Background: an optimization exercise with open tools, aiming at small area and a short achievable clock period. Do not read the settings as production practice. At most, simulation tests tie the RTL to the original design; equivalence was not proved. Power is estimated from default activity; no workload was simulated.

==> inputs of run a <==
==> flow/design.v (excerpt) <==
module folding_2(Xn,Yn,a,b,clk,switch,rst);
input [15:0] Xn,a,b;
input clk,switch,rst;
output reg [15:0] Yn;
reg ph;                   
reg phn;                  
reg rq;                   
reg [7:0] bone, btwo, bneg;    
reg [15:0] yo;            
reg [15:0] h2, h3;        
reg [15:0] h4;            
reg [15:0] as_, ac;       
wire sh = phn | rq;       
genvar gk, gi;
wire [255:0] bpn;         
wire [15:0] cn = rst ? 16'd0 : (switch ? b : a);    
wire [16:0] ce = {cn, 1'b0};
wire [7:0] eone, etwo, eneg;
generate for (gk = 0; gk < 8; gk = gk + 1) begin : g_bo
  assign eone[gk] = ce[2*gk+1] ^ ce[2*gk];
  assign etwo[gk] = (ce[2*gk+2] & ~ce[2*gk+1] & ~ce[2*gk]) | (~ce[2*gk+2] & ce[2*gk+1] & ce[2*gk]);
  assign eneg[gk] = ce[2*gk+2];
  bpp0 q0 (yo[0], bone[gk], bneg[gk], bpn[gk*16]);
  for (gi = 1; gi < 16 - 2*gk; gi = gi + 1) begin : g_bpi
    bpp q (yo[gi], yo[gi-1], bone[gk], btwo[gk], bneg[gk], bpn[gk*16 + gi]);
  end
end endgenerate
wire [15:0] asg = as_ & {16{ph}};       
wire [15:0] acg = ac & {16{ph}};
wire [15:0] tsn, tcn, ysum;    
wire s1, k2;
wire s3, k4;
wire s5, k6;
wire s7, k8;
wire s9, k10;
wire s11, k12;
wire s13, k14;
wire s15, k16;
wire s17, k18;
wire s19, k20;
wire s21, k22;
wire s23, k24;
wire s25, k26;
wire s27, k28;
wire s29, k30;
wire s31, k32;
wire s33, k34;
wire s35, k36;
wire s37, k38;
wire s39, k40;
wire s41, k42;
wire s43, k44;
wire s45, k46;
wire s47, k48;
wire s49, k50;
wire s51, k52;
wire s53, k54;
wire s55, k56;
wire s57, k58;
wire s59, k60;
wire s61, k62;
wire s63, k64;
wire s65, k66;
wire s67, k68;
wire s69, k70;
wire s71, k72;
wire s73, k74;
wire s75, k76;
wire s77, k78;
wire s79, k80;
wire s81, k82;
wire s83, k84;
wire s85, k86;
wire s87, k88;
wire s89, k90;
wire s91, k92;
wire s93, k94;
wire s95, k96;
  ...
export LEC_CHECK = 0
export ABC_CLOCK_PERIOD_IN_PS = 3000
export CAP_MARGIN = 20
export CORE_MARGIN = 2
export CORE_UTILIZATION = 40
export SLEW_MARGIN = 20
export SYNTH_HIERARCHICAL = 1
export SYNTH_MINIMUM_KEEP_SIZE = 0
create_clock -name core_clock -period 8.0 [get_ports {clk}]
standard.sh (not shown) runs the stock make flow with config.mk's settings and CLKGATE_MAP_FILE= SYNTH_SCRIPT=/design/flow/synth_recipe.tcl, a recipe that flattens the netlist after the stock synthesis.
==> flow/flow/run.sh <==
#!/bin/bash
# Own flow: the standard ORFS flow (standard.sh), with these changes:
#  - ports are buffered with sky130_fd_sc_hd__buf_1 (the resizer upsizes them where timing needs it)
#  - timing repair aims at 5.2 ns of setup slack
#  - CTS uses clkbuf_16 and inserts no dummy loads
# Each step's output goes to its own log in the work folder (ORFS also keeps its logs in orfs/logs).
set -euo pipefail
export BUFFER_PORTS_ARGS="-buffer_cell sky130_fd_sc_hd__buf_1"
export SETUP_SLACK_MARGIN=5.2
export CTS_ARGS="-sink_clustering_enable -repair_clock_nets -dont_use_dummy_load -buf_list {sky130_fd_sc_hd__clkbuf_16}"
net="$PWD/orfs/results/sky130hd/folding_2/base/1_2_yosys.v"
bash standard.sh "$net" > synth.log 2>&1
n=$(grep -c 'sky130_fd_sc_hd__a22oi_2 ' "$net" || true)
sed -i 's/sky130_fd_sc_hd__a22oi_2 /sky130_fd_sc_hd__a22oi_1 /' "$net"
echo "swapped $n a22oi_2 for a22oi_1" > swap.log
bash standard.sh > standard.log 2>&1
==> run b (differences from run a) <==
==> flow/design.v (replaced) <==
module folding_2(Xn,Yn,a,b,clk,switch,rst);
input [15:0] Xn,a,b;
input clk,switch,rst;
output reg [15:0] Yn;
reg ph;                   
reg phn;                  
reg rq;                   
reg [7:0] bone, btwo, bneg;    
reg [15:0] yo;            
reg [15:0] h2, h3;        
reg [15:0] h4;            
reg [15:0] as_, ac;       
wire sh = phn | rq;       
genvar gk, gi;
wire [255:0] bpn;         
wire [7:0] negn = ~bneg;
wire [15:0] cn = rst ? 16'd0 : (switch ? b : a);    
wire [16:0] ce = {cn, 1'b0};
wire [7:0] eone, etwo, eneg;
generate for (gk = 0; gk < 8; gk = gk + 1) begin : g_bo
  assign eone[gk] = ce[2*gk+1] ^ ce[2*gk];
  assign etwo[gk] = (ce[2*gk+2] & ~ce[2*gk+1] & ~ce[2*gk]) | (~ce[2*gk+2] & ce[2*gk+1] & ce[2*gk]);
  assign eneg[gk] = ce[2*gk+2];
  bpp0 q0 (yo[0], bone[gk], bneg[gk], bpn[gk*16]);
  for (gi = 1; gi < 16 - 2*gk; gi = gi + 1) begin : g_bpi
    bpp q (yo[gi], yo[gi-1], bone[gk], btwo[gk], bneg[gk], bpn[gk*16 + gi]);
  end
end endgenerate
wire [15:0] asg = ~(as_ & {16{ph}});    
wire [15:0] acg = ~(ac & {16{ph}});
wire [15:0] tsn, tcn, ysum;
wire s1, k2;
wire s3, k4;
wire s5, k6;
wire s7, k8;
wire s9, k10;
wire s11, k12;
wire s13, k14;
wire s15, k16;
wire s17, k18;
wire s19, k20;
wire s21, k22;
wire s23, k24;
wire s25, k26;
wire s27, k28;
wire s29, k30;
wire s31, k32;
wire s33, k34;
wire s35, k36;
wire s37, k38;
wire s39, k40;
wire s41, k42;
wire s43, k44;
wire s45, k46;
wire s47, k48;
wire s49, k50;
wire s51, k52;
wire s53, k54;
wire s55, k56;
wire s57, k58;
wire s59, k60;
wire s61, k62;
wire s63, k64;
wire s65, k66;
wire s67, k68;
wire s69, k70;
wire s71, k72;
wire s73, k74;
wire s75, k76;
wire s77, k78;
wire s79, k80;
wire s81, k82;
wire s83, k84;
wire s85, k86;
wire s87, k88;
wire s89, k90;
wire s91, k92;
wire s93, k94;
wire s95, k96;
wire s97, k98;
wire s99, k100;
wire s101, k102;
wire s103, k104;
wire s105, k106;
wire s107, k108;
wire s109, k110;
wire s111, k112;
wire s113, k114;
wire s115, k116;
wire s117, k118;
wire s119, k120;
wire s121, k122;
wire s123, k124;
wire s125, k126;
wire s127, k128;
wire x129;
wire x130;
wire x131;
wire x132;
wire x133;
wire x134;
wire x135;
wire x136;
wire x137;
wire x138;
wire x139;
wire x140;
wire x141;
wire x142;
wire x143;
wire x144;
wire x145;
fa u0 (negn[0], asg[0], acg[0], s1, k2);
fa u1 (asg[1], acg[1], bpn[1], s3, k4);
fa u2 (negn[1], asg[2], acg[2], s5, k6);
fa u3 (bpn[2], bpn[16], s5, s7, k8);
fa u4 (asg[3], acg[3], bpn[3], s9, k10);
fa u5 (bpn[17], k6, s9, s11, k12);
fa u6 (negn[2], asg[4], acg[4], s13, k14);
fa u7 (bpn[4], bpn[18], bpn[32], s15, k16);
fa u8 (s13, k10, s15, s17, k18);
fa u9 (asg[5], acg[5], bpn[5], s19, k20);
fa u10 (bpn[19], bpn[33], k14, s21, k22);
fa u11 (k16, s19, s21, s23, k24);
fa u12 (negn[3], asg[6], acg[6], s25, k26);
fa u13 (bpn[6], bpn[20], bpn[34], s27, k28);
fa u14 (bpn[48], s25, k20, s29, k30);
fa u15 (s27, k22, s29, s31, k32);
fa u16 (asg[7], acg[7], bpn[7], s33, k34);
fa u17 (bpn[21], bpn[35], bpn[49], s35, k36);
fa u18 (k26, k28, s33, s37, k38);
fa u19 (s35, k30, s37, s39, k40);
fa u20 (negn[4], asg[8], acg[8], s41, k42);
fa u21 (bpn[8], bpn[22], bpn[36], s43, k44);
fa u22 (bpn[50], bpn[64], s41, s45, k46);
fa u23 (k34, k36, s43, s47, k48);
fa u24 (s45, k38, s47, s49, k50);
fa u25 (asg[9], acg[9], bpn[9], s51, k52);
fa u26 (bpn[23], bpn[37], bpn[51], s53, k54);
fa u27 (bpn[65], k42, k44, s55, k56);
fa u28 (s51, s53, k46, s57, k58);
fa u29 (k48, s55, s57, s59, k60);
fa u30 (negn[5], asg[10], acg[10], s61, k62);
fa u31 (bpn[10], bpn[24], bpn[38], s63, k64);
fa u32 (bpn[52], bpn[66], bpn[80], s65, k66);
fa u33 (s61, k52, k54, s67, k68);
fa u34 (s63, s65, k56, s69, k70);
fa u35 (s67, k58, s69, s71, k72);
fa u36 (asg[11], acg[11], bpn[11], s73, k74);
fa u37 (bpn[25], bpn[39], bpn[53], s75, k76);
fa u38 (bpn[67], bpn[81], k62, s77, k78);
fa u39 (k64, k66, s73, s79, k80);
fa u40 (s75, s77, k68, s81, k82);
fa u41 (s79, k70, s81, s83, k84);
fa u42 (negn[6], asg[12], acg[12], s85, k86);
fa u43 (bpn[12], bpn[26], bpn[40], s87, k88);
fa u44 (bpn[54], bpn[68], bpn[82], s89, k90);
fa u45 (bpn[96], s85, k74, s91, k92);
fa u46 (k76, s87, s89, s93, k94);
fa u47 (k78, k80, s91, s95, k96);
fa u48 (s93, k82, s95, s97, k98);
fa u49 (asg[13], acg[13], bpn[13], s99, k100);
fa u50 (bpn[27], bpn[41], bpn[55], s101, k102);
fa u51 (bpn[69], bpn[83], bpn[97], s103, k104);
fa u52 (k86, k88, k90, s105, k106);
fa u53 (s99, s101, s103, s107, k108);
fa u54 (k92, k94, s105, s109, k110);
fa u55 (s107, k96, s109, s111, k112);
fa u56 (negn[7], asg[14], acg[14], s113, k114);
fa u57 (bpn[14], bpn[28], bpn[42], s115, k116);
fa u58 (bpn[56], bpn[70], bpn[84], s117, k118);
fa u59 (bpn[98], bpn[112], s113, s119, k120);
fa u60 (k100, k102, k104, s121, k122);
fa u61 (s115, s117, s119, s123, k124);
fa u62 (k106, k108, s121, s125, k126);
fa u63 (s123, k110, s125, s127, k128);
xnr z0 (asg[15], acg[15], x129);
xnr z1 (x129, bpn[15], x130);
xnr z2 (bpn[29], bpn[43], x131);
xnr z3 (bpn[57], bpn[71], x132);
xnr z4 (bpn[85], bpn[99], x133);
xnr z5 (bpn[113], k114, x134);
xnr z6 (x130, x131, x135);
xnr z7 (x132, x133, x136);
xnr z8 (x134, k116, x137);
xnr z9 (k118, x135, x138);
xnr z10 (x136, x137, x139);
xnr z11 (k120, x138, x140);
xnr z12 (k122, x139, x141);
xnr z13 (x140, x141, x142);
xnr z14 (k124, x142, x143);
xnr z15 (k126, x143, x144);
xnr z16 (x144, k128, x145);
assign tsn = {x145, k112, k98, k84, k72, k60, k50, k40, k32, k24, k18, k12, k8, k4, k2, bpn[0]};
assign tcn = {1'b1, s127, s111, s97, s83, s71, s59, s49, s39, s31, s23, s17, s11, s7, s3, s1};
cpa u_cpa (as_, ac, h4, ysum);
always @(posedge clk) begin
  ph <= ~switch;
  phn <= switch;
  rq <= rst;
  bone <= eone;
  btwo <= etwo;
  bneg <= eneg;
  yo <= sh ? h2 : h4;
  as_ <= ~tsn;
  ac <= ~tcn;
  h4 <= phn ? h3 : Xn;
  if (sh) begin
    Yn <= (rst | rq) ? 16'd0 : ysum;
    h2 <= Yn;
    h3 <= h2;
  end
end
endmodule
module fa (a, b, c, s, co);
input a, b, c;
output s, co;
assign s = a ^ b ^ c;
assign co = (a & b) | (a & c) | (b & c);
endmodule
module xnr (an, bn, sn);
input an, bn;
output sn;
assign sn = ~(an ^ bn);
endmodule
module bpp (y1, y0, one, two, neg, pn);
input y1, y0, one, two, neg;
output pn;
assign pn = ~(((y1 & one) | (y0 & two)) ^ neg);
endmodule
module bpp0 (y1, one, neg, pn);
input y1, one, neg;
output pn;
assign pn = ~((y1 & one) ^ neg);
endmodule
module cpa (s, c, x, y);
input [15:0] s, c, x;
output [15:0] y;
wire [15:0] rs, rc;
fa v0 (s[0], c[0], x[0], rs[0], rc[0]);
fa v1 (s[1], c[1], x[1], rs[1], rc[1]);
fa v2 (s[2], c[2], x[2], rs[2], rc[2]);
fa v3 (s[3], c[3], x[3], rs[3], rc[3]);
fa v4 (s[4], c[4], x[4], rs[4], rc[4]);
fa v5 (s[5], c[5], x[5], rs[5], rc[5]);
fa v6 (s[6], c[6], x[6], rs[6], rc[6]);
fa v7 (s[7], c[7], x[7], rs[7], rc[7]);
fa v8 (s[8], c[8], x[8], rs[8], rc[8]);
fa v9 (s[9], c[9], x[9], rs[9], rc[9]);
fa v10 (s[10], c[10], x[10], rs[10], rc[10]);
fa v11 (s[11], c[11], x[11], rs[11], rc[11]);
fa v12 (s[12], c[12], x[12], rs[12], rc[12]);
fa v13 (s[13], c[13], x[13], rs[13], rc[13]);
fa v14 (s[14], c[14], x[14], rs[14], rc[14]);
fa v15 (s[15], c[15], x[15], rs[15], );
assign rc[15] = 1'b0;
wire p0 = rs[0] ^ 1'b0;
wire g0 = rs[0] & 1'b0;
wire p1 = rs[1] ^ rc[0];
wire g1 = rs[1] & rc[0];
wire p2 = rs[2] ^ rc[1];
wire g2 = rs[2] & rc[1];
wire p3 = rs[3] ^ rc[2];
wire g3 = rs[3] & rc[2];
wire p4 = rs[4] ^ rc[3];
wire g4 = rs[4] & rc[3];
wire p5 = rs[5] ^ rc[4];
wire g5 = rs[5] & rc[4];
wire p6 = rs[6] ^ rc[5];
wire g6 = rs[6] & rc[5];
wire p7 = rs[7] ^ rc[6];
wire g7 = rs[7] & rc[6];
wire p8 = rs[8] ^ rc[7];
wire g8 = rs[8] & rc[7];
wire p9 = rs[9] ^ rc[8];
wire g9 = rs[9] & rc[8];
wire p10 = rs[10] ^ rc[9];
wire g10 = rs[10] & rc[9];
wire p11 = rs[11] ^ rc[10];
wire g11 = rs[11] & rc[10];
wire p12 = rs[12] ^ rc[11];
wire g12 = rs[12] & rc[11];
wire p13 = rs[13] ^ rc[12];
wire g13 = rs[13] & rc[12];
wire p14 = rs[14] ^ rc[13];
wire g14 = rs[14] & rc[13];
wire p15 = rs[15] ^ rc[14];
wire g15 = rs[15] & rc[14];
wire G0_1 = g1 | (p1 & g0);
wire G0_3 = g3 | (p3 & g2);
wire P0_3 = p3 & p2;
wire G0_5 = g5 | (p5 & g4);
wire P0_5 = p5 & p4;
wire G0_7 = g7 | (p7 & g6);
wire P0_7 = p7 & p6;
wire G0_9 = g9 | (p9 & g8);
wire P0_9 = p9 & p8;
wire G0_11 = g11 | (p11 & g10);
wire P0_11 = p11 & p10;
wire G0_13 = g13 | (p13 & g12);
wire P0_13 = p13 & p12;
wire G0_15 = g15 | (p15 & g14);
wire P0_15 = p15 & p14;
wire G1_2 = g2 | (p2 & G0_1);
wire G1_3 = G0_3 | (P0_3 & G0_1);
wire G1_6 = g6 | (p6 & G0_5);
wire P1_6 = p6 & P0_5;
wire G1_7 = G0_7 | (P0_7 & G0_5);
wire P1_7 = P0_7 & P0_5;
wire G1_10 = g10 | (p10 & G0_9);
wire P1_10 = p10 & P0_9;
wire G1_11 = G0_11 | (P0_11 & G0_9);
wire P1_11 = P0_11 & P0_9;
wire G1_14 = g14 | (p14 & G0_13);
wire P1_14 = p14 & P0_13;
wire G1_15 = G0_15 | (P0_15 & G0_13);
wire P1_15 = P0_15 & P0_13;
wire G2_4 = g4 | (p4 & G1_3);
wire G2_5 = G0_5 | (P0_5 & G1_3);
wire G2_6 = G1_6 | (P1_6 & G1_3);
wire G2_7 = G1_7 | (P1_7 & G1_3);
wire G2_12 = g12 | (p12 & G1_11);
wire P2_12 = p12 & P1_11;
wire G2_13 = G0_13 | (P0_13 & G1_11);
wire P2_13 = P0_13 & P1_11;
wire G2_14 = G1_14 | (P1_14 & G1_11);
wire P2_14 = P1_14 & P1_11;
wire G2_15 = G1_15 | (P1_15 & G1_11);
wire P2_15 = P1_15 & P1_11;
wire G3_8 = g8 | (p8 & G2_7);
wire G3_9 = G0_9 | (P0_9 & G2_7);
wire G3_10 = G1_10 | (P1_10 & G2_7);
wire G3_11 = G1_11 | (P1_11 & G2_7);
wire G3_12 = G2_12 | (P2_12 & G2_7);
wire G3_13 = G2_13 | (P2_13 & G2_7);
wire G3_14 = G2_14 | (P2_14 & G2_7);
wire G3_15 = G2_15 | (P2_15 & G2_7);
assign y = {p15, p14, p13, p12, p11, p10, p9, p8, p7, p6, p5, p4, p3, p2, p1, p0} ^ {G3_14, G3_13, G3_12, G3_11, G3_10, G3_9, G3_8, G2_7, G2_6, G2_5, G2_4, G1_3, G1_2, G0_1, g0, 1'b0};
endmodule
==> flow/flow/run.sh (replaced) <==
#!/bin/bash
# Own flow: the standard ORFS flow (standard.sh) with two changes:
#  - ports are buffered with sky130_fd_sc_hd__buf_1 (the resizer upsizes them where timing needs it)
#  - CTS uses clkbuf_4/clkbuf_8 and inserts no dummy loads
# Every tool's output goes to standard.log in the work folder (ORFS also keeps its own logs in orfs/logs).
set -euo pipefail
export BUFFER_PORTS_ARGS="-buffer_cell sky130_fd_sc_hd__buf_1"
export CTS_ARGS="-sink_clustering_enable -repair_clock_nets -dont_use_dummy_load -buf_list {sky130_fd_sc_hd__clkbuf_4 sky130_fd_sc_hd__clkbuf_8}"
bash standard.sh > standard.log 2>&1
- CTS_BUF_LIST: default -> sky130_fd_sc_hd__clkbuf_4 sky130_fd_sc_hd__clkbuf_8
- SETUP_SLACK_MARGIN: default -> 5
==> run c (differences from run a) <==
==> flow/flow/run.sh (replaced) <==
#!/bin/bash
# Own flow: the standard ORFS flow (standard.sh), with these changes:
#  - ports are buffered with sky130_fd_sc_hd__buf_1 (the resizer upsizes them where timing needs it)
#  - timing repair aims at 5.1 ns of setup slack
#  - CTS uses clkbuf_4/clkbuf_8 and inserts no dummy loads
# Each step's output goes to its own log in the work folder (ORFS also keeps its logs in orfs/logs).
set -euo pipefail
export BUFFER_PORTS_ARGS="-buffer_cell sky130_fd_sc_hd__buf_1"
export SETUP_SLACK_MARGIN=5.1
export CTS_ARGS="-sink_clustering_enable -repair_clock_nets -dont_use_dummy_load -buf_list {sky130_fd_sc_hd__clkbuf_4 sky130_fd_sc_hd__clkbuf_8}"
net="$PWD/orfs/results/sky130hd/folding_2/base/1_2_yosys.v"
bash standard.sh "$net" > synth.log 2>&1
n=$(grep -c 'sky130_fd_sc_hd__a22oi_2 ' "$net" || true)
sed -i 's/sky130_fd_sc_hd__a22oi_2 /sky130_fd_sc_hd__a22oi_1 /' "$net"
echo "swapped $n a22oi_2 for a22oi_1" > swap.log
bash standard.sh > standard.log 2>&1
==> notes <==
Run c completed with no timing, DRC or antenna violations. Run a produced a clean layout. Run b completed without violations.
Against run a, the combinational power of run c is smaller by about 4%.
Final cell count: run b > run a > run c.
Worst setup slack, lowest first: run b, run c, run a.
Via count: run b is larger than run a (7.3%).
Fmax, highest first: run a, run c, run b.
==> figures <==
metric	run c	run a	run b
Detail Placement HPWL	12700 µm	12700 µm	13600 µm
Total number of vias	5017	5054	5422
Detailed-route vias per instance	5.16	5.13	4.96
Layout cell share with drive strength beyond 1	14.5%	19.3%	30.3%
Status	finished clean	finished clean	finished clean
Std-Cell Rows	52	52	53
Number of nets in the final layout	851	864	969
Initial antenna violation count	1	0	0
Layout multi-input combinational cell count	471	471	473
P_comb	0.00197 W	0.00206 W	0.00236 W
Detail Route met2 WL	8550 µm	8520 µm	9500 µm
Proportion of total power due to net switching	40.3%	38.7%	40.9%
Only the layout flow was run in run b; the RTL was not checked for function there.

## re-timing with driven ports
Ports are ideal in the flow. The routed layouts listed here were re-timed in OpenROAD.
Step 1: set_driving_cell puts a clkbuf_16 on clk and a buf_2 on each other input, an assumption about the parent block.
Step 2 times the ports against the registers' clock, not the clock port: input delays grow and output delays shrink by t, the midpoint of the rising clock arrivals with the driver on.
a / b / c = ideal / step 1 / step 2; a / b = the first two.
run	shift t [ns]	setup WS [ns]	clock arrival spread, ns
run a	0.458	5.252 / 5.252 / 4.906	0.023 / 0.023
run b	0.482	5.080 / 5.080 / 4.847	0.030 / 0.030
run c	0.471	5.149 / 5.149 / 4.876	0.025 / 0.026
After both steps setup and hold are still met in every run listed. For run a, which loses most, drivers alone change the setup slack by 0.000 ns; drivers and shift together by -0.346 ns.
